Context: an optimization exercise on an open-source flow, tuned for small area. The choices shown serve that exercise and are no tape-out recipe. Only simulation tests tie the RTL to the original design; equivalence was not proved. Power figures rest on the tool's default switching activity, not on a simulated workload.

Setup of wip/yarrow:
## pps_synch
module pps_synch(
	input		clk,
	input		rst,
	input	[2:0]	pps,
	input	[2:0]	pps_sel,
	input		sysref,
	input	[31:0]	load_secs,
	input	[31:0]	load_ns,
	input	[7:0]	load_subns,
	input	[5:0]	ns_per_clk,
	input	[7:0]	subns_per_clk,
	input	[31:0]	delay_ns,
	input	[3:0]	mode,
	input	[2:0]	sanity_mode,
	input	[15:0]	lockout_ns,
	input	[31:0]	rollover_thresh_ns,
	input	[1:0]	capture_mode,
	output	[31:0]	captured_secs,
	output	[31:0]	captured_ns,
	output	[7:0]	captured_subns,
	output		captured,
	output	[31:0]	secs,
	output	[31:0]	ns,
	output	[7:0]	subns,
	output		running,
	output  [63:0]  timestamp_us,
	output          timestamp_valid
);
Size: roughly 3400 cells after synthesis, about 630 flip-flops, about 400 I/O pins.
Settings: LEC_CHECK=0, CAP_MARGIN=0, CORE_MARGIN=2, CORE_UTILIZATION=55, SLEW_MARGIN=0; clock period 5.0 ns.
standard.sh (not shown) runs the stock make flow with config.mk's settings and CLKGATE_MAP_FILE= SYNTH_SCRIPT=/design/flow/synth_recipe.tcl, a recipe that flattens the netlist after the stock synthesis.
==> flow/flow/run.sh <==
#!/bin/bash
export BUFFER_PORTS_ARGS="-buffer_cell sky130_fd_sc_hd__buf_1"
export CTS_ARGS="-sink_clustering_enable -repair_clock_nets -dont_use_dummy_load -buf_list {sky130_fd_sc_hd__clkbuf_8} -root_buf sky130_fd_sc_hd__clkbuf_8 -sink_clustering_size 14 -sink_clustering_max_diameter 60"
bash standard.sh > standard.log 2>&1
The following lists how wip/sierra was set up differently from wip/yarrow:
==> flow/run.sh (new file) <==
#!/bin/bash
# synth_recipe.tcl (not shown) runs the flow's synth.tcl, then flattens the netlist and writes it again
# the make line also repeats each setting of config.mk as NAME=value (left out here)
make -C /OpenROAD-flow-scripts/flow DESIGN_CONFIG=/design/flow/config.mk WORK_HOME=/design/flow/orfs CLKGATE_MAP_FILE= SYNTH_SCRIPT=/design/flow/synth_recipe.tcl finish
diff --git a/flow/config.mk b/flow/config.mk
--- a/flow/config.mk
+++ b/flow/config.mk
@@ -7,5 +7,5 @@
 export LEC_CHECK = 0
-export CAP_MARGIN = 0
+export CAP_MARGIN = 20
 export CORE_MARGIN = 2
-export CORE_UTILIZATION = 55
-export SLEW_MARGIN = 0
+export CORE_UTILIZATION = 40
+export SLEW_MARGIN = 20
removed: flow/flow/run.sh
removed: flow/standard.sh
==> notes.md <==
wip/sierra vs. wip/yarrow: layout overhead on the synthesized area went up by 12 points. wip/sierra vs wip/yarrow: core region area up by more than a quarter. Looking at total half-perimeter wirelength after legalization and detailed placement, wip/sierra sits above wip/yarrow. Across both runs, final worst clock skew was lower for wip/sierra than for wip/yarrow. Compared with wip/yarrow, wip/sierra shows a sequential share of layout area that is 3.5 points lower. wip/yarrow → wip/sierra: via count of the first global-routing pass now smaller, worst setup slack now larger. wip/sierra: PASS, flow complete, no timing, DRC or antenna violations.
The following lists how wip/umber was set up differently from wip/sierra:
==> flow/flow/run.sh (new file) <==
#!/bin/bash
export BUFFER_PORTS_ARGS="-buffer_cell sky130_fd_sc_hd__buf_1"
export CTS_ARGS="-sink_clustering_enable -repair_clock_nets -dont_use_dummy_load -buf_list {sky130_fd_sc_hd__clkbuf_4 sky130_fd_sc_hd__clkbuf_8} -root_buf sky130_fd_sc_hd__clkbuf_8"
bash standard.sh > standard.log 2>&1
==> flow/standard.sh (new file) <==
#!/bin/bash
# synth_recipe.tcl (not shown) runs the flow's synth.tcl, then flattens the netlist and writes it again
# the make line also repeats each setting of config.mk as NAME=value (left out here)
make -C /OpenROAD-flow-scripts/flow DESIGN_CONFIG=/design/flow/config.mk WORK_HOME=/design/flow/orfs CLKGATE_MAP_FILE= SYNTH_SCRIPT=/design/flow/synth_recipe.tcl "${@:-finish}"
removed: flow/run.sh
Findings:
- wip/umber finished end to end and its layout was clean on timing, DRC and antenna.
- wip/sierra → wip/umber: routed wire length dropped 0.31%; part of the power in combinational logic rose 2.5 points; initial antenna violation count has increased.
diff inputs: wip/umber => wip/ember
==> flow/flow/run.sh <==
#!/bin/bash
export BUFFER_PORTS_ARGS="-buffer_cell sky130_fd_sc_hd__buf_1"
export CTS_ARGS="-sink_clustering_enable -repair_clock_nets -dont_use_dummy_load -buf_list {sky130_fd_sc_hd__clkbuf_8} -root_buf sky130_fd_sc_hd__clkbuf_8 -sink_clustering_size 16 -sink_clustering_max_diameter 70"
bash standard.sh > standard.log 2>&1
diff --git a/flow/config.mk b/flow/config.mk
--- a/flow/config.mk
+++ b/flow/config.mk
@@ -7,5 +7,5 @@
 export LEC_CHECK = 0
-export CAP_MARGIN = 20
+export CAP_MARGIN = 0
 export CORE_MARGIN = 2
-export CORE_UTILIZATION = 40
-export SLEW_MARGIN = 20
+export CORE_UTILIZATION = 65
+export SLEW_MARGIN = 0
## What came out
[wip/ember] pin slew with the least headroom to its limit rose 0.23 ns relative to wip/umber
Compared with wip/umber, wip/ember shows a lower wire length of the first global-routing pass.
Compared with wip/umber, wip/ember shows clock-buffer cell count that has gone down by more than half.
Comparing wip/umber against wip/ember, there is no change at all in number of buffer and inverter stages on the critical path.
In the reports for wip/ember and wip/umber, the larger worst hold slack across all endpoints belongs to wip/ember.
Comparing wip/ember with wip/umber, the sequential standard cell area came out essentially unchanged.
wip/ember completed every stage of the flow, and the final layout passed the timing, DRC and antenna checks.
wip/ember ends up with higher final standard cell utilization of the core than wip/umber does.
Against wip/umber, wip/ember reports a number of diodes added for antenna fixing that is lower.

pps_synch again, from the RTL that the note above started with.
clock: 5.0 ns
lec_check: 0
cap_margin: 20
core_margin: 2
core_utilization: 55
slew_margin: 20
==> flow/flow/run.sh <==
#!/bin/bash
export BUFFER_PORTS_ARGS="-buffer_cell sky130_fd_sc_hd__buf_1"
export CTS_ARGS="-sink_clustering_enable -repair_clock_nets -dont_use_dummy_load -buf_list {sky130_fd_sc_hd__clkbuf_8} -root_buf sky130_fd_sc_hd__clkbuf_8 -sink_clustering_size 14 -sink_clustering_max_diameter 60"
bash standard.sh > standard.log 2>&1
The baseline completed without violations.
Then changed:
==> flow/flow/run.sh (replaced) <==
#!/bin/bash
export BUFFER_PORTS_ARGS="-buffer_cell sky130_fd_sc_hd__buf_1"
export CTS_ARGS="-sink_clustering_enable -repair_clock_nets -dont_use_dummy_load -buf_list {sky130_fd_sc_hd__clkbuf_8} -root_buf sky130_fd_sc_hd__clkbuf_8 -sink_clustering_size 18 -sink_clustering_max_diameter 70"
bash standard.sh > standard.log 2>&1
- CORE_UTILIZATION: 55 -> 60
Combinational power stays flat. Worst setup slack loses 0.024 ns. Final cell count is lower by 2.1%. Flip-flop and latch count is unchanged. Total power is about the same. Clock power is lower by 8.4%. Via count is lower by 0.41%. Global-route usage is higher by 1.6 points. Count of clock-buffer cells in the layout is lower by 10. Hold slack gains 0.012 ns. Die area is lower by 8.2%.

## port drivers added, routing unchanged
How much do the figures lean on ideal ports? The routed layouts below were timed once more, with nothing changed but the port constraints. Step 1 sets driving cells, clkbuf_16 on the clock port and buf_2 on the other inputs (assumed; they add their load-dependent delay and slew). Step 2 adds t to the input delays and takes it off the output delays; t is the mean of the earliest and latest rising clock arrival at the registers after step 1. Input paths then give back, and output paths get back, about the clock's delay inside the block. Three values: no drivers, after step 1, after step 2; two values: the first two.
run | t (ns) | slack for setup (ns) | slew at the worst register clock pin (ns) | worst slew at a driven data input, ns
wip/yarrow | 0.712 | 0.159 / 0.159 / 0.142 | 0.10 / 0.10 | 0.12
wip/sierra | 0.673 | 0.220 / 0.220 / 0.167 | 0.07 / 0.07 | 0.12
wip/umber | 0.779 | 0.135 / 0.135 / 0.135 | 0.06 / 0.06 | 0.11
wip/ember | 0.707 | 0.152 / 0.152 / 0.152 | 0.11 / 0.11 | 0.13
the first run of note 2 | 0.723 | 0.148 / 0.148 / 0.148 | 0.09 / 0.09 | 0.13
the second run of note 2 | 0.697 | 0.124 / 0.124 / 0.124 | 0.12 / 0.12 | 0.11
After both steps setup and hold are still met in every run listed. For wip/sierra, which loses most, drivers alone change the setup slack by 0.000 ns; drivers and shift together by -0.053 ns.
